What follows belongs to an exercise in optimizing a design on an open flow for small area; a production flow would make more cautious choices.
Function was checked by simulation only, so behaviour that the tests miss may differ from the original.
Power is estimated from default activity; no workload was simulated.

File: design/flow/config.mk
export PLATFORM = sky130hd
export DESIGN_NAME = rally_de1
export DESIGN_NICKNAME = rally_de1
export VERILOG_FILES = /design/flow/design.v
export SDC_FILE = /design/flow/constraint.sdc
export NUM_CORES = 4
export LEC_CHECK = 0
export CAP_MARGIN = 20
export CORE_MARGIN = 2
export CORE_UTILIZATION = 40
export GPL_TIMING_DRIVEN = 0
export SLEW_MARGIN = 20
File: design/flow/design.v
module map (
    input [1:0] L,
    input [4:0] gx,
    input [3:0] gy,
    output is_wall
);
    assign is_wall = (~gx[4] & ~gx[3] & ~gx[2] & ~gx[1] & ~gx[0]) | (~gy[3] & ~gy[2] & ~gy[1] & ~gy[0]) | (L[1] & ~L[0] & ~gx[4] & ~gx[3] & gy[3] & ~gy[2] & ~gy[1] & gy[0]) | (gx[4] & gx[1] & gx[0]) | (L[1] & L[0] & ~gx[4] & ~gx[3] & ~gx[2] & ~gx[1] & gy[3] & gy[1]) | (L[1] & L[0] & ~gx[3] & ~gx[2] & ~gx[1] & gy[3] & gy[2]) | (gy[3] & gy[2] & gy[1]) | (L[1] & L[0] & gx[2] & gx[0] & ~gy[3] & ~gy[2] & ~gy[1]) | (L[1] & L[0] & ~gx[3] & gx[2] & gx[0] & ~gy[3] & ~gy[0]) | (L[1] & L[0] & gx[2] & gx[1] & ~gy[3] & ~gy[2] & ~gy[1]) | (L[1] & L[0] & ~gx[3] & gx[2] & gx[1] & ~gx[0] & gy[3] & gy[1]) | (L[1] & ~L[0] & gx[3] & ~gy[3] & gy[2] & ~gy[1] & gy[0]) | (L[0] & gx[3] & ~gx[2] & gx[1] & ~gx[0] & ~gy[3] & gy[2]) | (L[1] & L[0] & gx[3] & gx[2] & ~gy[2] & ~gy[1] & gy[0]) | (L[1] & L[0] & gx[3] & gx[2] & ~gx[1] & gx[0] & gy[3] & gy[1]) | (gx[3] & gx[2] & gx[1] & gx[0] & gy[3] & gy[2]) | (L[1] & L[0] & gx[4] & ~gy[3] & ~gy[2] & ~gy[1]) | (gx[4] & gy[3] & gy[2]) | (L[1] & L[0] & gx[3] & gx[2] & ~gy[3] & gy[1] & gy[0]) | (L[1] & L[0] & ~gx[3] & gx[2] & ~gx[0] & gy[2] & ~gy[0]) | (L[1] & L[0] & ~gx[3] & ~gx[2] & gx[1] & gx[0] & ~gy[0]) | (L[1] & L[0] & ~gx[3] & gx[2] & ~gy[2] & ~gy[1] & ~gy[0]) | (L[1] & L[0] & gx[3] & ~gx[2] & gy[3] & gy[2] & ~gy[0]) | (~L[1] & L[0] & gx[3] & ~gx[2] & gx[1] & ~gx[0] & gy[3] & ~gy[2]) | (L[1] & L[0] & gx[4] & ~gx[1] & ~gx[0] & ~gy[3] & gy[0]) | (L[1] & ~gx[3] & gx[2] & gx[1] & gx[0] & gy[3] & ~gy[2] & ~gy[0]) | (L[1] & L[0] & gx[3] & gx[2] & ~gx[1] & ~gx[0] & ~gy[3] & gy[2]) | (L[1] & L[0] & ~gx[1] & gx[0] & gy[3] & gy[2] & ~gy[0]) | (L[1] & L[0] & gx[3] & gx[2] & gx[1] & ~gy[3] & gy[0]) | (L[0] & gx[3] & ~gx[2] & gx[1] & ~gx[0] & ~gy[3] & gy[1] & gy[0]) | (L[1] & L[0] & ~gx[4] & ~gx[3] & gx[1] & ~gy[3] & ~gy[2] & ~gy[0]) | (L[1] & L[0] & gx[3] & gx[1] & gy[3] & ~gy[2] & ~gy[1] & gy[0]) | (L[1] & ~L[0] & ~gx[3] & gx[2] & gx[1] & gx[0] & gy[2] & gy[1]) | (L[1] & L[0] & gx[4] & ~gx[1] & ~gx[0] & ~gy[1] & gy[0]) | (L[0] & gx[3] & ~gx[2] & gx[1] & ~gx[0] & ~gy[2] & ~gy[1] & ~gy[0]) | (L[1] & ~L[0] & ~gx[3] & gx[2] & gx[1] & gx[0] & gy[3] & gy[1]) | (L[1] & L[0] & ~gx[3] & ~gx[2] & gx[1] & gx[0] & gy[3] & ~gy[2] & ~gy[1]) | (L[1] & ~L[0] & gx[2] & gx[1] & gx[0] & ~gy[3] & gy[2] & ~gy[1] & gy[0]);
endmodule
module collision (
    input [1:0] L,
    input [4:0] gx,
    input [3:0] gq,
    output bu, bd, bl, br
);
    assign bu = (~gq[3] & ~gq[2] & ~gq[1] & ~gq[0]) | (L[1] & L[0] & gx[4] & ~gq[3] & ~gq[2] & ~gq[1]) | (L[1] & L[0] & gx[2] & gx[1] & ~gq[3]) | (~L[0] & gx[3] & ~gq[3] & gq[2] & ~gq[1]) | (~L[0] & ~gx[4] & ~gx[3] & gq[3] & ~gq[2] & ~gq[1]) | (L[1] & L[0] & ~gx[3] & ~gx[2] & gx[1] & gx[0]) | (L[1] & L[0] & gx[3] & gx[2] & ~gq[2] & ~gq[1]) | (L[1] & L[0] & ~gx[3] & gx[2] & ~gx[1] & gq[2]) | (L[1] & L[0] & gx[3] & gx[2] & ~gq[3] & gq[1]) | (L[0] & gx[3] & ~gx[2] & gx[1] & ~gx[0] & ~gq[3] & gq[1]) | (L[1] & L[0] & gx[4] & ~gx[1] & ~gx[0] & ~gq[3]) | (L[1] & L[0] & gx[3] & ~gx[2] & gx[1] & gq[3] & ~gq[1]) | (L[1] & L[0] & ~gx[3] & gx[2] & gx[1] & ~gx[0]) | (L[1] & ~gx[3] & gx[2] & gx[1] & gx[0] & ~gq[3] & gq[2]) | (L[1] & L[0] & ~gx[1] & gx[0] & gq[3] & gq[1] & gq[0]) | (~L[1] & gx[3] & ~gx[2] & gx[1] & ~gx[0] & gq[3] & ~gq[2]) | (L[1] & ~gx[3] & gx[2] & ~gq[2] & ~gq[1] & ~gq[0]) | (L[1] & L[0] & ~gx[1] & gx[0] & gq[3] & gq[2]) | (L[1] & L[0] & gx[2] & gx[0] & ~gq[3] & ~gq[2]) | (L[1] & L[0] & gx[3] & ~gx[2] & gq[3] & gq[1] & gq[0]) | (L[1] & L[0] & gx[2] & ~gx[0] & ~gq[3] & gq[2]) | (L[1] & L[0] & gx[4] & ~gx[1] & ~gx[0] & ~gq[1]) | (L[0] & gx[3] & ~gx[2] & gx[1] & ~gx[0] & gq[2] & gq[0]) | (~L[0] & ~gx[3] & gx[2] & gx[1] & gx[0] & gq[3] & ~gq[2]) | (L[1] & L[0] & ~gx[3] & ~gx[1] & ~gx[0] & gq[1] & gq[0]) | (L[1] & L[0] & gx[2] & gx[1] & ~gq[2] & ~gq[1]) | (L[1] & L[0] & ~gx[2] & ~gx[1] & gq[3] & gq[2]) | (L[1] & L[0] & gx[3] & gx[2] & ~gx[1] & gx[0] & ~gq[2]) | (L[1] & L[0] & ~gx[3] & gx[1] & gx[0] & ~gq[2] & ~gq[0]) | (L[1] & L[0] & ~gx[3] & gx[1] & ~gq[3] & ~gq[2] & ~gq[1]) | (L[1] & L[0] & ~gx[4] & ~gx[3] & gx[1] & ~gq[3] & ~gq[2] & ~gq[0]) | (L[1] & ~gx[4] & ~gx[3] & ~gx[2] & gx[0] & gq[3] & ~gq[1] & gq[0]) | (L[1] & L[0] & ~gx[4] & ~gx[3] & ~gx[2] & gx[0] & gq[3] & gq[1]);
    assign bd = (~L[0] & ~gx[4] & ~gx[3] & gq[2] & gq[1] & gq[0]) | (gq[3] & gq[2]) | (~L[0] & ~gx[4] & ~gx[3] & gq[3] & ~gq[1] & ~gq[0]) | (~L[0] & gx[3] & ~gq[3] & ~gq[2] & gq[1] & gq[0]) | (~L[0] & gx[3] & gq[2] & ~gq[1] & ~gq[0]) | (gx[3] & gx[2] & gx[1] & gx[0] & gq[3] & gq[1]) | (L[1] & L[0] & gx[4] & ~gq[3] & ~gq[2] & ~gq[1] & ~gq[0]) | (gx[4] & gq[3] & gq[1]) | (L[1] & L[0] & gx[2] & gx[1] & ~gq[3]) | (L[1] & L[0] & ~gx[3] & ~gx[2] & gx[1] & gx[0]) | (L[1] & L[0] & ~gx[3] & gx[2] & ~gx[1] & gq[1]) | (L[1] & L[0] & gx[3] & gx[2] & ~gx[0] & ~gq[3]) | (L[1] & L[0] & gx[3] & ~gx[2] & gq[3] & gq[1]) | (L[0] & gx[3] & ~gx[2] & gx[1] & ~gx[0] & ~gq[3] & gq[1]) | (L[1] & L[0] & gx[4] & ~gx[1] & ~gx[0] & ~gq[3]) | (L[1] & L[0] & gx[3] & gx[2] & gx[0] & ~gq[2] & ~gq[0]) | (L[1] & L[0] & gx[2] & gq[2] & gq[0]) | (L[1] & L[0] & ~gx[3] & gx[2] & gx[1] & ~gq[1]) | (L[1] & L[0] & ~gx[4] & ~gx[3] & ~gx[2] & gx[0] & gq[3]) | (L[0] & gx[3] & ~gx[2] & gx[1] & ~gx[0] & ~gq[3] & gq[0]) | (L[1] & ~gx[3] & gx[2] & gx[1] & gx[0] & gq[2]) | (L[1] & L[0] & ~gx[3] & gx[2] & gx[0] & ~gq[3]) | (L[1] & L[0] & gx[3] & gx[1] & gq[3] & ~gq[1] & ~gq[0]) | (L[1] & L[0] & ~gx[3] & gx[2] & ~gx[0] & gq[1]) | (L[1] & L[0] & gx[3] & gx[2] & ~gx[1] & gx[0] & gq[3]) | (~L[1] & gx[3] & ~gx[2] & gx[1] & ~gx[0] & gq[3] & ~gq[1]) | (L[1] & L[0] & ~gx[4] & ~gx[3] & gx[1] & ~gq[3] & ~gq[2] & ~gq[1]) | (L[1] & L[0] & gx[2] & ~gx[0] & gq[2]) | (L[1] & L[0] & gx[2] & gq[2] & gq[1]) | (L[1] & L[0] & gx[4] & ~gx[1] & ~gx[0] & ~gq[0]) | (L[0] & gx[3] & ~gx[2] & gx[1] & ~gx[0] & gq[1] & ~gq[0]) | (L[1] & L[0] & gx[3] & gx[2] & gq[3] & ~gq[1] & ~gq[0]) | (~L[0] & gx[2] & gx[1] & gx[0] & gq[3] & gq[1] & ~gq[0]) | (L[1] & L[0] & gx[1] & gx[0] & gq[2] & gq[1] & gq[0]) | (~L[0] & ~gx[3] & gx[2] & gx[1] & gx[0] & gq[3] & ~gq[1]) | (L[1] & L[0] & gx[3] & gx[2] & ~gq[3] & ~gq[1] & gq[0]) | (~L[0] & gx[2] & gx[1] & gx[0] & ~gq[3] & ~gq[2] & gq[1] & gq[0]);
    assign bl = (~gx[4] & ~gx[3] & ~gx[2] & ~gx[1]) | (~L[0] & ~gx[4] & ~gx[3] & gq[3] & ~gq[2] & ~gq[1] & ~gq[0]) | (L[1] & L[0] & ~gx[3] & ~gx[2] & ~gx[0] & gq[3] & gq[2]) | (L[1] & L[0] & gq[3] & gq[1] & gq[0]) | (L[1] & L[0] & gx[4] & ~gq[3] & ~gq[2] & ~gq[1] & ~gq[0]) | (L[1] & L[0] & ~gx[3] & gx[2] & ~gq[3] & gq[0]) | (L[1] & L[0] & gx[3] & gx[2] & ~gq[3] & ~gq[0]) | (L[0] & gx[3] & ~gx[2] & gx[1] & ~gq[3] & gq[1]) | (~L[0] & gx[3] & ~gq[3] & gq[2] & ~gq[1] & ~gq[0]) | (L[1] & L[0] & ~gx[3] & gx[1] & gx[0] & gq[0]) | (L[1] & L[0] & gx[4] & ~gx[1] & ~gq[3] & ~gq[0]) | (L[0] & gx[3] & ~gx[2] & gx[1] & ~gq[3] & gq[2]) | (L[1] & L[0] & gx[3] & ~gx[2] & ~gx[1] & ~gx[0] & gq[0]) | (~L[1] & gx[3] & ~gx[2] & gx[1] & gq[3] & ~gq[2] & ~gq[0]) | (~L[0] & ~gx[3] & gx[2] & gx[1] & gx[0] & ~gq[3] & gq[2]) | (L[1] & L[0] & gx[3] & gx[2] & ~gq[2] & ~gq[1] & ~gq[0]) | (L[1] & L[0] & ~gx[4] & ~gx[3] & ~gx[0] & ~gq[2] & ~gq[1] & gq[0]) | (~L[0] & gx[3] & ~gx[2] & ~gx[1] & ~gx[0] & ~gq[3] & gq[2]) | (L[1] & L[0] & gx[4] & ~gx[1] & ~gq[1] & ~gq[0]) | (L[1] & L[0] & gx[2] & ~gx[1] & ~gq[2] & gq[1] & gq[0]) | (~L[1] & gx[3] & ~gx[2] & gx[1] & gq[3] & ~gq[2] & ~gq[1]) | (L[1] & L[0] & ~gx[3] & gx[2] & gx[1] & gq[3] & gq[1]) | (L[1] & L[0] & gx[2] & ~gx[1] & gq[2] & ~gq[1] & gq[0]) | (L[0] & gx[3] & ~gx[2] & gx[1] & gq[3] & ~gq[2] & ~gq[1] & ~gq[0]) | (L[1] & L[0] & gx[2] & gx[0] & ~gq[3] & ~gq[2] & ~gq[1] & ~gq[0]) | (~L[0] & gx[3] & ~gx[2] & ~gx[1] & ~gx[0] & gq[3] & ~gq[2] & ~gq[0]) | (L[1] & L[0] & gx[3] & gx[2] & ~gx[1] & gx[0] & gq[3] & ~gq[2]) | (L[1] & L[0] & gx[3] & gx[2] & gx[1] & ~gx[0] & gq[3] & ~gq[2]) | (L[1] & gx[4] & ~gx[1] & ~gx[0] & gq[2] & ~gq[1] & ~gq[0]) | (L[1] & ~gx[3] & gx[2] & gx[1] & gx[0] & gq[3] & gq[1] & ~gq[0]) | (~L[0] & ~gx[3] & gx[2] & gx[1] & gx[0] & gq[3] & ~gq[2] & ~gq[1]) | (L[1] & gx[3] & ~gx[2] & ~gx[1] & ~gx[0] & gq[3] & ~gq[1] & gq[0]) | (L[1] & L[0] & ~gx[4] & ~gx[3] & ~gx[2] & ~gx[0] & gq[3] & gq[1]) | (L[1] & L[0] & gx[2] & gx[1] & ~gq[3] & ~gq[2] & ~gq[1] & ~gq[0]) | (L[1] & L[0] & ~gx[3] & ~gx[2] & gx[1] & gx[0] & gq[3] & ~gq[2] & ~gq[1]) | (L[1] & L[0] & gx[2] & ~gx[1] & ~gx[0] & gq[3] & ~gq[2] & ~gq[1] & ~gq[0]) | (L[1] & L[0] & gx[3] & ~gx[1] & ~gx[0] & ~gq[3] & ~gq[2] & ~gq[1] & ~gq[0]);
    assign br = (~L[0] & ~gx[4] & ~gx[3] & gq[3] & ~gq[2] & ~gq[1] & ~gq[0]) | (L[1] & L[0] & ~gx[3] & ~gx[2] & ~gx[1] & gq[3] & gq[2]) | (L[1] & L[0] & ~gx[3] & gx[1] & gq[0]) | (L[1] & L[0] & gq[3] & gq[1] & gq[0]) | (gx[3] & gx[2] & gx[1] & gq[3] & gq[1] & gq[0]) | (gx[3] & gx[2] & gx[1] & gq[3] & gq[2]) | (L[1] & L[0] & gx[4] & ~gq[3] & ~gq[2] & ~gq[1] & ~gq[0]) | (gx[4] & gx[1]) | (L[1] & L[0] & gx[3] & gx[2] & ~gq[3] & ~gq[0]) | (L[1] & L[0] & ~gx[3] & gx[2] & ~gq[3] & gq[0]) | (~L[0] & ~gx[3] & gx[2] & gx[1] & ~gq[3] & gq[2]) | (L[0] & gx[3] & ~gx[2] & gx[1] & ~gx[0] & ~gq[3] & gq[1]) | (L[0] & gx[3] & ~gx[2] & ~gx[1] & gx[0] & ~gq[3] & gq[2]) | (~L[0] & gx[3] & ~gq[3] & gq[2] & ~gq[1] & ~gq[0]) | (L[1] & L[0] & gx[3] & gx[2] & ~gx[1] & gq[3] & ~gq[2]) | (L[1] & L[0] & gx[3] & gx[1] & gx[0] & ~gq[3] & ~gq[0]) | (L[1] & L[0] & gx[2] & ~gq[3] & ~gq[2] & ~gq[1] & ~gq[0]) | (L[0] & gx[3] & ~gx[2] & ~gx[1] & gx[0] & ~gq[3] & gq[1]) | (L[1] & L[0] & ~gx[2] & gx[1] & gq[3] & ~gq[2] & ~gq[1] & ~gq[0]) | (L[1] & L[0] & gx[4] & ~gx[0] & ~gq[3] & ~gq[0]) | (L[1] & L[0] & ~gx[4] & ~gx[3] & gx[0] & ~gq[2] & ~gq[1] & gq[0]) | (L[1] & L[0] & ~gx[2] & gx[1] & gq[2] & ~gq[1] & gq[0]) | (~L[0] & ~gx[3] & gx[2] & gx[1] & gq[3] & ~gq[2] & ~gq[1]) | (~L[0] & ~gx[3] & gx[2] & gx[1] & gq[3] & gq[1] & ~gq[0]) | (L[1] & L[0] & gx[3] & gx[2] & gx[1] & ~gq[1] & ~gq[0]) | (~L[1] & gx[3] & ~gx[2] & ~gx[1] & gx[0] & gq[3] & ~gq[2] & ~gq[0]) | (~L[1] & gx[3] & ~gx[2] & gx[1] & ~gx[0] & gq[3] & ~gq[2] & ~gq[1]) | (L[1] & L[0] & ~gx[4] & ~gx[3] & ~gx[1] & gx[0] & gq[3] & gq[1]) | (L[1] & L[0] & gx[4] & ~gx[0] & ~gq[1] & ~gq[0]) | (L[1] & L[0] & ~gx[2] & gx[1] & ~gq[2] & gq[1] & gq[0]) | (L[0] & gx[3] & ~gx[2] & gx[1] & ~gx[0] & gq[2] & gq[0]) | (~L[1] & gx[3] & ~gx[2] & gx[1] & ~gx[0] & gq[1] & ~gq[0]) | (L[1] & L[0] & gx[2] & ~gx[1] & ~gx[0] & gq[2] & ~gq[1] & gq[0]) | (L[1] & ~gx[3] & gx[2] & gx[1] & ~gx[0] & gq[3] & gq[1] & ~gq[0]) | (L[1] & L[0] & gx[3] & gx[0] & gq[3] & ~gq[2] & ~gq[1] & ~gq[0]) | (~L[1] & gx[3] & ~gx[2] & ~gx[1] & gx[0] & gq[3] & ~gq[2] & ~gq[1]) | (L[1] & L[0] & gx[2] & ~gx[1] & ~gx[0] & ~gq[2] & gq[1] & gq[0]);
endmodule
module rally_de1 (
    input CLOCK_50,
    input reset,
    input [3:0] KEY,
    input [9:0] SW,
    output VGA_CLK,
    output VGA_HS,
    output VGA_VS,
    output VGA_BLANK_N,
    output VGA_SYNC_N,
    output [7:0] VGA_R,
    output [7:0] VGA_G,
    output [7:0] VGA_B
);
    wire clk = CLOCK_50;
    reg vga_clk;
    reg [9:0] xPixel, yPixel;
    always @(posedge clk) begin
        if (reset) begin
            vga_clk <= 1'b0;
            xPixel <= 10'd0;
            yPixel <= 10'd0;
        end else begin
            vga_clk <= ~vga_clk;
            if (!vga_clk) begin
                if (xPixel[9] & xPixel[8] & (&xPixel[4:0])) begin
                    xPixel <= 10'd0;
                    yPixel <= (yPixel[9] & yPixel[3] & yPixel[2]) ? 10'd0 : yPixel + 10'd1;
                end else
                    xPixel <= xPixel + 10'd1;
            end
        end
    end
    wire active = (xPixel <= 10'd639) && (yPixel <= 10'd479);
    assign VGA_CLK = vga_clk;
    assign VGA_HS = ~((xPixel >= 10'd655) && (xPixel < 10'd751));
    assign VGA_VS = ~((yPixel >= 10'd489) && (yPixel < 10'd491));
    assign VGA_BLANK_N = active;
    assign VGA_SYNC_N = 1'b1;
    localparam S_IDLE = 2'b00, S_PLAY = 2'b01, S_WIN = 2'b10, S_LOSE = 2'b11;
    reg [1:0] S;
    wire any_sw = SW[0] | SW[1] | SW[2];
    wire [1:0] L = {~SW[0] & (SW[1] | SW[2]), SW[0] | (~SW[1] & SW[2])};
    wire play = (S == S_PLAY);
    wire all_flags;
    wire time_out;
    always @(posedge clk) begin
        if (reset) S <= S_IDLE;
        else if (!any_sw) S <= S_IDLE;
        else if (S == S_IDLE) S <= S_PLAY;
        else if (play) begin
            if (all_flags) S <= S_WIN;
            else if (time_out) S <= S_LOSE;
        end
    end
    reg [2:0] req_dir, cur_dir;
    reg [8:0] move_lfsr;      
    reg [4:0] pgx;
    reg [3:0] pgq;
    reg [4:0] off;
    wire [9:0] px = {pgx, cur_dir[1] ? 5'd0 : off};    
    wire [8:0] pq = {pgq, cur_dir[1] ? off : 5'd0};    
    always @(posedge clk) begin
        if (!play) req_dir <= 3'b000;
        else if (!KEY[3]) req_dir <= 3'b111;
        else if (!KEY[2]) req_dir <= 3'b110;
        else if (!KEY[1]) req_dir <= 3'b101;
        else if (!KEY[0]) req_dir <= 3'b100;
    end
    wire move_tick = move_lfsr == 9'h043;
    wire aligned = off == 5'd0;
    wire bu, bd, bl, br;
    collision col (.L(L), .gx(pgx), .gq(pgq), .bu(bu), .bd(bd), .bl(bl), .br(br));
    function blocked(input [2:0] d, input u, input dn, input l, input r);
        blocked = d[1] ? (d[0] ? u : dn) : (d[0] ? l : r);
    endfunction
    wire go_req = req_dir[2] & ~blocked(req_dir, bu, bd, bl, br);
    wire go_cur = cur_dir[2] & ~blocked(cur_dir, bu, bd, bl, br);
    wire [2:0] sd = (aligned & go_req) ? req_dir : cur_dir;
    wire step = move_tick & (~aligned | go_req | go_cur);
    wire wrap = sd[0] ? (off == 5'd0) : (off == 5'd31);
    always @(posedge clk) begin
        if (!play) begin
            move_lfsr <= 9'd0;
            cur_dir <= 3'b000;
            pgx <= 5'd5;
            pgq <= 4'd6;
            off <= 5'd0;
        end else begin
            move_lfsr <= move_tick ? 9'd0 : {move_lfsr[7:0], ~(move_lfsr[8] ^ move_lfsr[4])};
            if (move_tick & aligned) begin
                if (go_req) cur_dir <= req_dir;
                else if (!go_cur) cur_dir[2] <= 1'b0;
            end
            if (step) begin
                off <= sd[0] ? off - 5'd1 : off + 5'd1;
                if (wrap & ~sd[1]) pgx <= sd[0] ? pgx - 5'd1 : pgx + 5'd1;
                if (wrap & sd[1]) pgq <= sd[0] ? pgq - 4'd1 : pgq + 4'd1;
            end
        end
    end
    reg [3:0] collected;
    always @(posedge clk) begin
        if (!play) collected <= 4'b0000;
        else case (L)
            2'd1: begin
                if (pgx == 5'd18 && pgq == 4'd10) collected[0] <= 1'b1;
                if (pgx == 5'd7  && pgq == 4'd1)  collected[1] <= 1'b1;
            end
            2'd2: begin
                if (pgx == 5'd18 && pgq == 4'd0)  collected[0] <= 1'b1;
                if (pgx == 5'd2  && pgq == 4'd10) collected[1] <= 1'b1;
                if (pgx == 5'd9  && pgq == 4'd7)  collected[2] <= 1'b1;
            end
            2'd3: begin
                if (pgx == 5'd2  && pgq == 4'd0)  collected[0] <= 1'b1;
                if (pgx == 5'd5  && pgq == 4'd10) collected[1] <= 1'b1;
                if (pgx == 5'd18 && pgq == 4'd10) collected[2] <= 1'b1;
                if (pgx == 5'd13 && pgq == 4'd5)  collected[3] <= 1'b1;
            end
            default: ;
        endcase
    end
    assign all_flags = (L == 2'd1) ? (collected[0] & collected[1]) :
                       (L == 2'd2) ? (collected[0] & collected[1] & collected[2]) :
                       (L == 2'd3) ? (&collected) : 1'b0;
    reg [13:0] tick_lfsr;     
    reg [6:0] fuel16;         
    wire fuel_tick = tick_lfsr == 14'h3ff3;
    wire fuel_empty = fuel16 == 7'd16;
    always @(posedge clk) begin
        if (!play) begin
            tick_lfsr <= 14'd0;
            fuel16 <= 7'd112;
        end else begin
            tick_lfsr <= fuel_tick ? 14'd0 :
                {tick_lfsr[12:0], ~(tick_lfsr[13] ^ tick_lfsr[4] ^ tick_lfsr[2] ^ tick_lfsr[0])};
            if (fuel_tick) fuel16 <= fuel16 - 7'd1;
        end
    end
    assign time_out = fuel_empty & tick_lfsr[0];
    wire [9:0] x = xPixel, y = yPixel;
    wire [4:0] gx = x[9:5];
    wire [3:0] gy = y[8:5];
    wire [4:0] lx = x[4:0], ly = y[4:0];
    reg title;
    always @(*) begin
        title = 1'b0;
        if (y >= 215 && y <= 265) begin
            if ((x >= 145 && x <= 150) || (x >= 145 && x <= 175 && y <= 220) ||
                (x >= 145 && x <= 175 && y >= 235 && y <= 240) || (x >= 170 && x <= 175 && y <= 240) ||
                (x >= 165 && x <= 170 && y >= 240 && x >= 160)) title = 1'b1;
            if ((x >= 185 && x <= 190) || (x >= 210 && x <= 215) ||
                (x >= 185 && x <= 215 && y <= 220) || (x >= 185 && x <= 215 && y >= 235 && y <= 240)) title = 1'b1;
            if ((x >= 225 && x <= 230) || (x >= 225 && x <= 255 && y >= 260)) title = 1'b1;
            if ((x >= 265 && x <= 270) || (x >= 265 && x <= 295 && y >= 260)) title = 1'b1;
            if ((x >= 305 && x <= 310 && y <= 240) || (x >= 330 && x <= 335 && y <= 240) ||
                (x >= 305 && x <= 335 && y >= 235 && y <= 240) || (x >= 317 && x <= 322 && y >= 240)) title = 1'b1;
            if (x >= 345 && x <= 375 && y >= 260) title = 1'b1;
            if ((x >= 385 && x <= 390) || (x >= 410 && x <= 415 && y >= 220 && y <= 260) ||
                (x >= 385 && x <= 410 && y <= 220) || (x >= 385 && x <= 410 && y >= 260)) title = 1'b1;
            if ((x >= 425 && x <= 430) || (x >= 425 && x <= 455 && y <= 220) ||
                (x >= 425 && x <= 450 && y >= 235 && y <= 240) || (x >= 425 && x <= 455 && y >= 260)) title = 1'b1;
            if ((x >= 477 && x <= 482) || (x >= 470 && x <= 482 && y <= 220) ||
                (x >= 465 && x <= 495 && y >= 260)) title = 1'b1;
        end
    end
    wire gauge = x[9] & (y >= 10'd416);
    wire [6:0] fx = x[6:0];    
    wire bar = (y >= 448 && y <= 468) && fx >= 7'd16 && fx < fuel16;
    wire red_tick = (y >= 442 && y <= 446) &&
        ((fx >= 16 && fx <= 18) || (fx >= 63 && fx <= 65) || (fx >= 110 && fx <= 112));
    wire yel_tick = (y >= 444 && y <= 446) &&
        ((fx >= 28 && fx <= 30) || (fx >= 40 && fx <= 42) || (fx >= 52 && fx <= 54) ||
         (fx >= 76 && fx <= 78) || (fx >= 88 && fx <= 90) || (fx >= 100 && fx <= 102));
    reg fuel_txt;
    always @(*) begin
        fuel_txt = 1'b0;
        if (y >= 420 && y <= 435) begin
            if ((x >= 547 && x <= 549) || (x >= 547 && x <= 557 && y <= 422) ||
                (x >= 547 && x <= 555 && y >= 426 && y <= 428)) fuel_txt = 1'b1;
            if ((x >= 562 && x <= 564) || (x >= 570 && x <= 572) ||
                (x >= 562 && x <= 572 && y >= 433)) fuel_txt = 1'b1;
            if ((x >= 580 && x <= 582) || (x >= 580 && x <= 590 && (y <= 422 || y >= 433)) ||
                (x >= 580 && x <= 588 && y >= 426 && y <= 428)) fuel_txt = 1'b1;
            if ((x >= 595 && x <= 597) || (x >= 595 && x <= 605 && y >= 433)) fuel_txt = 1'b1;
        end
    end
    wire [9:0] dx = x - px;
    wire [9:0] dy = y - {1'b0, pq};
    wire player = (dx[9:5] == 5'd0) && (dy[9:5] == 5'd1);
    wire pix_wall;
    map mp (.L(L), .gx(gx), .gy(gy), .is_wall(pix_wall));
    wire vc_1_18_11 = gx == 5'd18 && gy == 4'd11;
    wire vc_7_2     = gx == 5'd7  && gy == 4'd2;
    wire vc_18_1    = gx == 5'd18 && gy == 4'd1;
    wire vc_2_11    = gx == 5'd2  && gy == 4'd11;
    wire vc_9_8     = gx == 5'd9  && gy == 4'd8;
    wire vc_2_1     = gx == 5'd2  && gy == 4'd1;
    wire vc_5_11    = gx == 5'd5  && gy == 4'd11;
    wire vc_13_6    = gx == 5'd13 && gy == 4'd6;
    reg flag_cell;
    always @(*) begin
        case (L)
            2'd1: flag_cell = (vc_1_18_11 & ~collected[0]) | (vc_7_2 & ~collected[1]);
            2'd2: flag_cell = (vc_18_1 & ~collected[0]) | (vc_2_11 & ~collected[1]) | (vc_9_8 & ~collected[2]);
            2'd3: flag_cell = (vc_2_1 & ~collected[0]) | (vc_5_11 & ~collected[1]) |
                              (vc_1_18_11 & ~collected[2]) | (vc_13_6 & ~collected[3]);
            default: flag_cell = 1'b0;
        endcase
    end
    wire flag_shape = ((lx >= 5 && lx <= 7) && (ly >= 4 && ly <= 28)) ||
                      (lx > 7 && ly >= 4 && ly <= 16 && ({1'b0, lx} + {1'b0, ly} <= 6'd30));
    wire flag_pix = flag_cell & flag_shape;
    localparam C_BLACK = 3'd0, C_PURPLE = 3'd1, C_WHITE = 3'd2, C_RED = 3'd3,
               C_YELLOW = 3'd4, C_GRAY = 3'd5, C_LGREEN = 3'd6, C_GREEN = 3'd7;
    reg [2:0] c;
    always @(*) begin
        if (!active) c = C_BLACK;
        else case (S)
            S_IDLE: c = title ? C_WHITE : C_PURPLE;
            S_PLAY: begin
                if (gauge) begin
                    if (bar) c = C_YELLOW;
                    else if (red_tick) c = C_RED;
                    else if (yel_tick) c = C_YELLOW;
                    else if (fuel_txt) c = C_LGREEN;
                    else c = C_BLACK;
                end
                else if (player) c = C_PURPLE;
                else if (pix_wall) c = (gx[0] ^ gy[0]) ? C_WHITE : C_RED;
                else if (flag_pix) c = C_YELLOW;
                else c = C_GRAY;
            end
            S_WIN: c = C_GREEN;
            default: c = C_RED;
        endcase
    end
    reg [23:0] rgb;
    always @(*) begin
        case (c)
            C_BLACK:  rgb = 24'h000000;
            C_PURPLE: rgb = 24'h7F00FE;
            C_WHITE:  rgb = 24'hFFFFFF;
            C_RED:    rgb = 24'hFF0000;
            C_YELLOW: rgb = 24'hFFFF00;
            C_GRAY:   rgb = 24'h404040;
            C_LGREEN: rgb = 24'h40FF40;
            default:  rgb = 24'h00FF00;
        endcase
    end
    assign {VGA_R, VGA_G, VGA_B} = rgb;
endmodule
File: design/flow/flow/area.abc.in
strash
&get -n; &st; &deepsyn -T @T@ -S @S@; &put
strash; dch -f
amap -F 20 -A 20 -C 5000
topo; dnsize
File: design/flow/standard.sh
#!/bin/bash
# synth_recipe.tcl (not shown) runs the flow's synth.tcl, then flattens the netlist and writes it again
# the make line also repeats each setting of config.mk as NAME=value (left out here)
make -C /OpenROAD-flow-scripts/flow DESIGN_CONFIG=/design/flow/config.mk WORK_HOME=/design/flow/orfs CLKGATE_MAP_FILE= SYNTH_SCRIPT=/design/flow/synth_recipe.tcl "${@:-finish}"
File: design/flow/flow/cut.py
# cut.py IN OUT: turn every flip-flop instance into cut points: Q from an input
# port ffq_<n>, D (and DE) to output ports ffd_<n>/ffe_<n>; n from the instance name.
import re, sys
s = re.sub(r'\(\*.*?\*\)', '', open(sys.argv[1]).read())
pat = re.compile(r'\s*sky130_fd_sc_hd__(e?dfxtp_\d)\s+(\S+)\s*\((.*?)\);', re.S)
ports = []; assigns = []
def key(n):
    return re.sub(r'[^A-Za-z0-9]', '_', n)
def rep(m):
    name = key(m.group(2)); pins = dict(re.findall(r'\.(\w+)\(\s*(.*?)\s*\)', m.group(3), re.S))
    ports.append(('input', 'ffq_' + name)); assigns.append('assign %s = ffq_%s ;' % (pins['Q'], name))
    ports.append(('output', 'ffd_' + name)); assigns.append('assign ffd_%s = %s ;' % (name, pins['D']))
    if 'DE' in pins:
        ports.append(('output', 'ffe_' + name)); assigns.append('assign ffe_%s = %s ;' % (name, pins['DE']))
    return '\n'
s = pat.sub(rep, s)
m = re.search(r'module\s+(\w+)\s*\((.*?)\);', s, re.S)
plist = m.group(2) + ''.join(', ' + p for _, p in ports)
decl = ''.join('  %s %s;\n' % (d, p) for d, p in ports)
s = s[:m.start()] + 'module %s(%s);\n' % (m.group(1), plist) + decl + s[m.end():]
s = s.replace('endmodule', '\n'.join(assigns) + '\nendmodule', 1)
open(sys.argv[2], 'w').write(s)
File: design/flow/flow/reopt.sh
#!/bin/bash
# reopt.sh IN.v OUT.v SCRIPT.abc: re-map the combinational cells of the netlist
# IN.v with the ABC script SCRIPT.abc, keeping every flip-flop instance as it is,
# then prove the new netlist's logic between the flip-flops equal to IN.v's with
# a SAT miter (flip-flops cut into ports by cut.py) and check that the
# flip-flop instances and cell types are unchanged. Exits non-zero on failure.
# Runs in the current folder; prints the new netlist's cell area last.
set -euo pipefail
IN=$1; OUT=$2; SCRIPT=$3
LIB=$FLOW_HOME/platforms/sky130hd/lib/sky130_fd_sc_hd__tt_025C_1v80.lib
D=$(cd "$(dirname "$0")" && pwd)
FFS=$(grep -o 'sky130_fd_sc_hd__[a-z]*df[a-z]*_[0-9]*' "$IN" | sort -u | tr '\n' ' ')
DONT=$(sed 's/^/-dont_use sky130_fd_sc_hd__/' "$D/dont_use.txt" | tr '\n' ' ')
cat > reopt.ys <<EOS
read_liberty -ignore_miss_func $LIB
read_verilog $IN
hierarchy -top rally_de1
blackbox $FFS
flatten -noscopeinfo
opt -full
abc -liberty $LIB -script $SCRIPT $DONT
opt_clean -purge
hilomap -singleton -hicell sky130_fd_sc_hd__conb_1 HI -locell sky130_fd_sc_hd__conb_1 LO
stat -liberty $LIB
write_verilog -noattr -noexpr $OUT
EOS
yosys -l reopt_yosys.log -q reopt.ys > /dev/null
python3 "$D/cut.py" "$IN" reopt_gold_cut.v
python3 "$D/cut.py" "$OUT" reopt_gate_cut.v
cat > reopt_eq.ys <<EOS
read_liberty -ignore_miss_func $LIB
read_verilog reopt_gold_cut.v
rename rally_de1 gold
read_verilog reopt_gate_cut.v
rename rally_de1 gate
flatten
miter -equiv -flatten -make_assert gold gate miter
hierarchy -top miter
sat -verify -prove-asserts
EOS
yosys -l reopt_eq_yosys.log -q reopt_eq.ys > /dev/null
grep -q "SUCCESS" reopt_eq_yosys.log
diff <(grep -o 'sky130_fd_sc_hd__[a-z]*df[a-z]*_[0-9]* *[^ ]*' "$IN" | sort) \
     <(grep -o 'sky130_fd_sc_hd__[a-z]*df[a-z]*_[0-9]* *[^ ]*' "$OUT" | sort)
grep 'Chip area' reopt_yosys.log | awk '{print $NF}'
File: design/flow/constraint.sdc
create_clock -name core_clock -period 20.0 [get_ports {CLOCK_50}]
set_input_delay 4.0000 -clock core_clock [delete_from_list [all_inputs] [get_ports {CLOCK_50}]]
set_output_delay 4.0000 -clock core_clock [all_outputs]
set_load 0.01 [all_outputs]
File: design/flow/flow/run.sh
#!/bin/bash
# Layout flow: the standard synthesis; then its combinational logic re-mapped
# for area by ABC in four runs with different seeds (flow/reopt.sh; the
# flip-flops stay the cells and names the standard synthesis gave them, and
# each result is proven equal to the standard netlist); the smallest proven
# netlist replaces the standard one; then the standard flow from floorplan
# to finish, with a leaner clock tree. Each tool writes its full output to a log of its own here.
set -uo pipefail
R=orfs/results/$FLOW_PLATFORM/rally_de1/base
bash standard.sh synth > 1_standard_synth.log 2>&1 || exit 1
cp $R/1_2_yosys.v std_synth.v
for s in 1 2 3 4; do
  mkdir -p reopt_$s
  sed "s/@T@/${REOPT_SECONDS:-1200}/; s/@S@/$s/" flow/area.abc.in > reopt_$s/area.abc
  ( cd reopt_$s && bash ../flow/reopt.sh ../std_synth.v reopt.v area.abc > reopt.log 2>&1 ) &
done
wait
best=""; best_area=""
for s in 1 2 3 4; do
  a=$(tail -1 reopt_$s/reopt.log)
  if grep -q SUCCESS reopt_$s/reopt_eq_yosys.log 2>/dev/null && [[ $a =~ ^[0-9.]+$ ]]; then
    if [[ -z $best ]] || awk "BEGIN{exit !($a < $best_area)}"; then best=$s; best_area=$a; fi
  fi
done
echo "best re-mapping: ${best:-none} ${best_area}" > 1_reopt_choice.log
if [[ -n $best ]]; then
  cp reopt_$best/reopt.v $R/1_2_yosys.v
  rm -f $R/1_synth.odb $R/1_synth.sdc
fi
# Clock tree: no dummy loads, clkbuf_8 buffers. Port buffers: buf_1.
bash standard.sh CTS_ARGS="-sink_clustering_enable -repair_clock_nets -dont_use_dummy_load -buf_list sky130_fd_sc_hd__clkbuf_8" BUFFER_PORTS_ARGS="-buffer_cell sky130_fd_sc_hd__buf_1" finish > 2_standard_finish.log 2>&1
File: design/flow/flow/dont_use.txt
buf_12
buf_16
buf_4
buf_6
buf_8
bufbuf_16
bufbuf_8
bufinv_16
bufinv_8
clkbuf_1
clkbuf_16
clkbuf_2
clkbuf_4
clkbuf_8
clkdlybuf4s15_1
clkdlybuf4s15_2
clkdlybuf4s18_1
clkdlybuf4s18_2
clkdlybuf4s25_1
clkdlybuf4s25_2
clkdlybuf4s50_1
clkdlybuf4s50_2
clkinv_16
conb_1
decap_12
decap_3
decap_4
decap_6
decap_8
dfbbn_1
dfbbn_2
dfbbp_1
dfrbp_1
dfrbp_2
dfrtn_1
dfrtp_1
dfrtp_2
dfrtp_4
dfsbp_1
dfsbp_2
dfstp_1
dfstp_2
dfstp_4
dfxbp_1
dfxbp_2
dfxtp_1
dfxtp_2
dfxtp_4
diode_2
dlclkp_1
dlclkp_2
dlclkp_4
dlrbn_1
dlrbn_2
dlrbp_1
dlrbp_2
dlrtn_1
dlrtn_2
dlrtn_4
dlrtp_1
dlrtp_2
dlrtp_4
dlxbn_1
dlxbn_2
dlxbp_1
dlxtn_1
dlxtn_2
dlxtn_4
dlxtp_1
dlygate4sd1_1
dlygate4sd2_1
dlygate4sd3_1
dlymetal6s2s_1
dlymetal6s4s_1
dlymetal6s6s_1
ebufn_1
ebufn_2
ebufn_4
ebufn_8
edfxbp_1
edfxtp_1
einvn_0
einvn_1
einvn_2
einvn_4
einvn_8
einvp_1
einvp_2
einvp_4
einvp_8
inv_12
inv_16
lpflow_bleeder_1
lpflow_clkbufkapwr_1
lpflow_clkbufkapwr_16
lpflow_clkbufkapwr_2
lpflow_clkbufkapwr_4
lpflow_clkbufkapwr_8
lpflow_clkinvkapwr_1
lpflow_clkinvkapwr_16
lpflow_clkinvkapwr_2
lpflow_clkinvkapwr_4
lpflow_clkinvkapwr_8
lpflow_decapkapwr_12
lpflow_decapkapwr_3
lpflow_decapkapwr_4
lpflow_decapkapwr_6
lpflow_decapkapwr_8
lpflow_inputiso0n_1
lpflow_inputiso0p_1
lpflow_inputiso1n_1
lpflow_inputiso1p_1
lpflow_inputisolatch_1
lpflow_isobufsrc_1
lpflow_isobufsrc_16
lpflow_isobufsrc_2
lpflow_isobufsrc_4
lpflow_isobufsrc_8
lpflow_isobufsrckapwr_16
lpflow_lsbuf_lh_hl_isowell_tap_1
lpflow_lsbuf_lh_hl_isowell_tap_2
lpflow_lsbuf_lh_hl_isowell_tap_4
lpflow_lsbuf_lh_isowell_4
lpflow_lsbuf_lh_isowell_tap_1
lpflow_lsbuf_lh_isowell_tap_2
lpflow_lsbuf_lh_isowell_tap_4
macro_sparecell
probe_p_8
probec_p_8
sdfbbn_1
sdfbbn_2
sdfbbp_1
sdfrbp_1
sdfrbp_2
sdfrtn_1
sdfrtp_1
sdfrtp_2
sdfrtp_4
sdfsbp_1
sdfsbp_2
sdfstp_1
sdfstp_2
sdfstp_4
sdfxbp_1
sdfxbp_2
sdfxtp_1
sdfxtp_2
sdfxtp_4
sdlclkp_1
sdlclkp_2
sdlclkp_4
sedfxbp_1
sedfxbp_2
sedfxtp_1
sedfxtp_2
sedfxtp_4
==> flow_metrics.py <==
metrics = {
    "setup_path": {
        "cp_cell_sequence": "buf_1 > clkinv_1 > o21ai_0 > clkinv_1 > o2111ai_1 > a31oi_1 > o2111a_1 > a222oi_1 > o22ai_1 > nor3_1 > nor2_1 > nor2_1 > or2_0 > buf_1",
        "cpLargestDelayFamily": "compound AO/OA/AOI/OAI gates",
        "crit_fanout": 9,
        "slowest_delay_ps": 360,
        "end_kind": "primary output",
        "crit_arrival_ps": 7480,
        "critical_path_class": "in2out",
        "crit_required_ps": 16000,
        "worstSetupStartpointType": "primary input",
        "r2r_slack_ps": 12750,
        "slowest_stage": "o21ai_0",
        "worst-path-buf-inv": 4,
    },
    "routing": {
        "top_layer_used": "met4",
        "ant_nets": 0,
        "wl_met3_um": 2286,
        "dr_wl_met2_um": 9324,
        "drtIter0Drc": 745,
        "route.vias.total": 6706,
        "drt-pass1-iter-count": 6,
        "wl_um": 20820,
        "via_per_inst": 6.600,
        "drc": 0,
        "wl_per_cell_um": 20.49,
        "wl_met1_um": 8538,
    },
    "grt": {
        "first_global_vias": 6179,
        "antenna_found_initial": 0,
        "grt_overflow": 0,
        "grt_max_degree": 34,
        "grtUsageTotal_pct": 28.54,
        "grt_pass1_wl_um": 32560,
    },
    "floorplan": {
        "die_y_um": 120.4,
        "io_pins": 45,
        "die-width_um": 120.4,
        "core_area_um2": 13240,
        "rows": 42,
        "start_util_pct": 40.96,
        "die_area_um2": 14510,
    },
    "timing": {
        "fin_ws_ps": 8516,
        "hold_viol": 0,
        "slew_headroom_pct": 43.14,
        "fin_setup_tns_ps": 0,
        "skew_ps": 21.40,
        "tightest_slew_ps": 851.7,
        "setup_viol": 0,
        "fmaxAchievable_mhz": 87.08,
        "slew_violations": 0,
        "finalCriticalPeriod_ps": 11480,
        "period_share_pct": 57.42,
        "rsz0062_at_grt": "false",
    },
    "power_and_ir_drop": {
        "power_density_nw_per_um2": 47.00,
        "peakVddDrop_mv": 0.04031,
        "p_total_w": 0.0002776,
        "power.leakage_nw": 1.770,
    },
    "placement": {
        "place_hpwl_um": 15000,
        "gp_congestion": 0.9978,
        "dp_slack_ps": 8623,
        "dpl-instance-area_um2": 5782,
        "io_buffers": 36,
    },
    "layout": {
        "fillers": 1419,
        "syn_to_final_growth_pct": 8.881,
        "drive_above_1_share_pct": 1.190,
        "design_area_um2": 5906,
        "nNetsFinal": 858,
        "antenna_cells": 0,
    },
    "clocking": {
        "cts_tree": "yes",
        "clockRootBuffer": "clkbuf_8",
        "numCtsBuffers": 9,
        "clockBufferDepth": 2,
        "cts_hold_buffers": 0,
        "clk_pin_slew_ps": 90,
        "clock-sinks": 77,
        "htree_levels": 3,
        "cts-resized-gates": 0,
        "worstSkewPairLatency_ps": 380,
        "cts_setup_buffers": 0,
    },
    "run_status": {
        "status": "no timing/DRC/antenna violations",
    },
    "logic_synthesis": {
        "yosys_warnings": 1,
        "synth_nets": 811,
        "postSynthAreaPerCell_um2": 6.823,
        "synth.cell_area_um2": 5424,
        "netlist_instances": 795,
    },
    "hold_path": {
        "hp-class": "reg2reg",
    },
    "flow_run": {
        "drv_cap": 0,
    },
}
-- metrics by stage --
step	hold slack (ps)	instances	util, %
after detailed placement	418.7	1007	43.66
final	429.5	1016	44.60
after global placement	411.4	1007	43.64
after CTS	433.8	1016	44.60
after global routing	451.2	1016	44.60
after floorplan	403.0	795	-
-- cell usage in the layout, fill, tap and decap left out, drive strengths merged, types with 3 or more instances in the layout --
cell type	count
a211oi	20
dfxtp	77
a31oi	25
nand4	9
or3	3
o22ai	25
clkinv	126
o21a	11
a222oi	7
nor2b	12
nand2	32
nor3	30
a21oi	43
and3	5
a311oi	3
nor2	154
nor4	16
o2111ai	10
or4	6
o221a	5
o2111a	7
o31ai	3
o32ai	13
clkbuf	9
o221ai	16
o211ai	11
a22oi	13
nand3	14
or2	5
a221oi	11
buf	36
o21ai	60
a32oi	3
-- power by group --
group	switching, W	internal, W
sequential	0.00000278	0.000155
clock	0.0000558	0.0000403
combinational	0.0000168	0.00000657
total	0.0000754	0.000202
-- path summary, 6_finish.rpt --
| kind | startpoint | endpoint | cells after the start |
|---|---|---|---|
| worst min-delay path | move_lfsr[7]$_SDFF_PP0_ | move_lfsr[8]$_SDFF_PP0_ | 2 |
| worst max register to register | pgx[0]$_SDFFE_PN1P_ | pgx[4]$_SDFFE_PN0P_ | 31 |
| worst min register to register | move_lfsr[7]$_SDFF_PP0_ | move_lfsr[8]$_SDFF_PP0_ | 2 |
| worst max-delay path | SW[0] | VGA_R[0] | 14 |
-- worst reg2reg max path, delay by kind of cell, from the launching register on --
kind / cells / cell delay (ps)
DFF: 1 / 760
AOI/OAI and AO/OA: 12 / 2340
buffers and inverters: 7 / 1460
and+or+nand+nor: 12 / 2620
-- final cells by class --
| class | count | area (µm²) | share of cell area [%] |
|---|---|---|---|
| Sequential cell | 77 | 1541 | 26.10 |
| Multi-Input combinational cell | 592 | 3412 | 57.78 |
| Clock buffer | 9 | 123.9 | 2.097 |
| Inverter | 126 | 473.0 | 8.008 |
| Tap cell | 176 | 220.2 | 3.729 |
| Timing Repair Buffer | 36 | 135.1 | 2.288 |
-- registers in the layout, indices dropped and copies added (netlist names) --
name       count
collected      4
vga_clk        1
cur_dir        3
off            5
pgx            5
fuel16         7
S              2
pgq            4
yPixel        10
tick_lfsr     14
move_lfsr      9
req_dir        3
xPixel        10
-- routing by layer --
| layer | GRT usage, % | vias to the layer above |
|---|---|---|
| met2 | 44.42 | 447 |
| met5 | 0 | - |
| met1 | 37.59 | 3067 |
| met4 | 13.81 | 0 |
| li1 | - | 3123 |
| met3 | 5.991 | 69 |

separate check: timing with driven ports:
How much do the figures lean on ideal ports? The routed layout below was timed once more, with nothing changed but the port constraints.
Step 1: set_driving_cell puts a clkbuf_16 on CLOCK_50 and a buf_2 on each other input, an assumption about the parent block.
Step 2 moves the port delays by t, midway between the first and last clock arrival at a register: inputs arrive t later, outputs are due t later. That takes back most of the time a late clock gives input paths.
Slacks: ideal ports / drivers / drivers and shift; pairs: ideal ports / drivers.
t (ns): 0.409
slack for setup (ns): 8.516 / 8.493 / 8.493
hold slack, ns: 0.430 / 0.430 / 0.430
worst setup path at the end: input to output
pins driven straight from the clock port: 1
After both steps this run still meets setup and hold. The setup slack of this run moves by -0.023 ns with the drivers and by -0.023 ns with both steps.
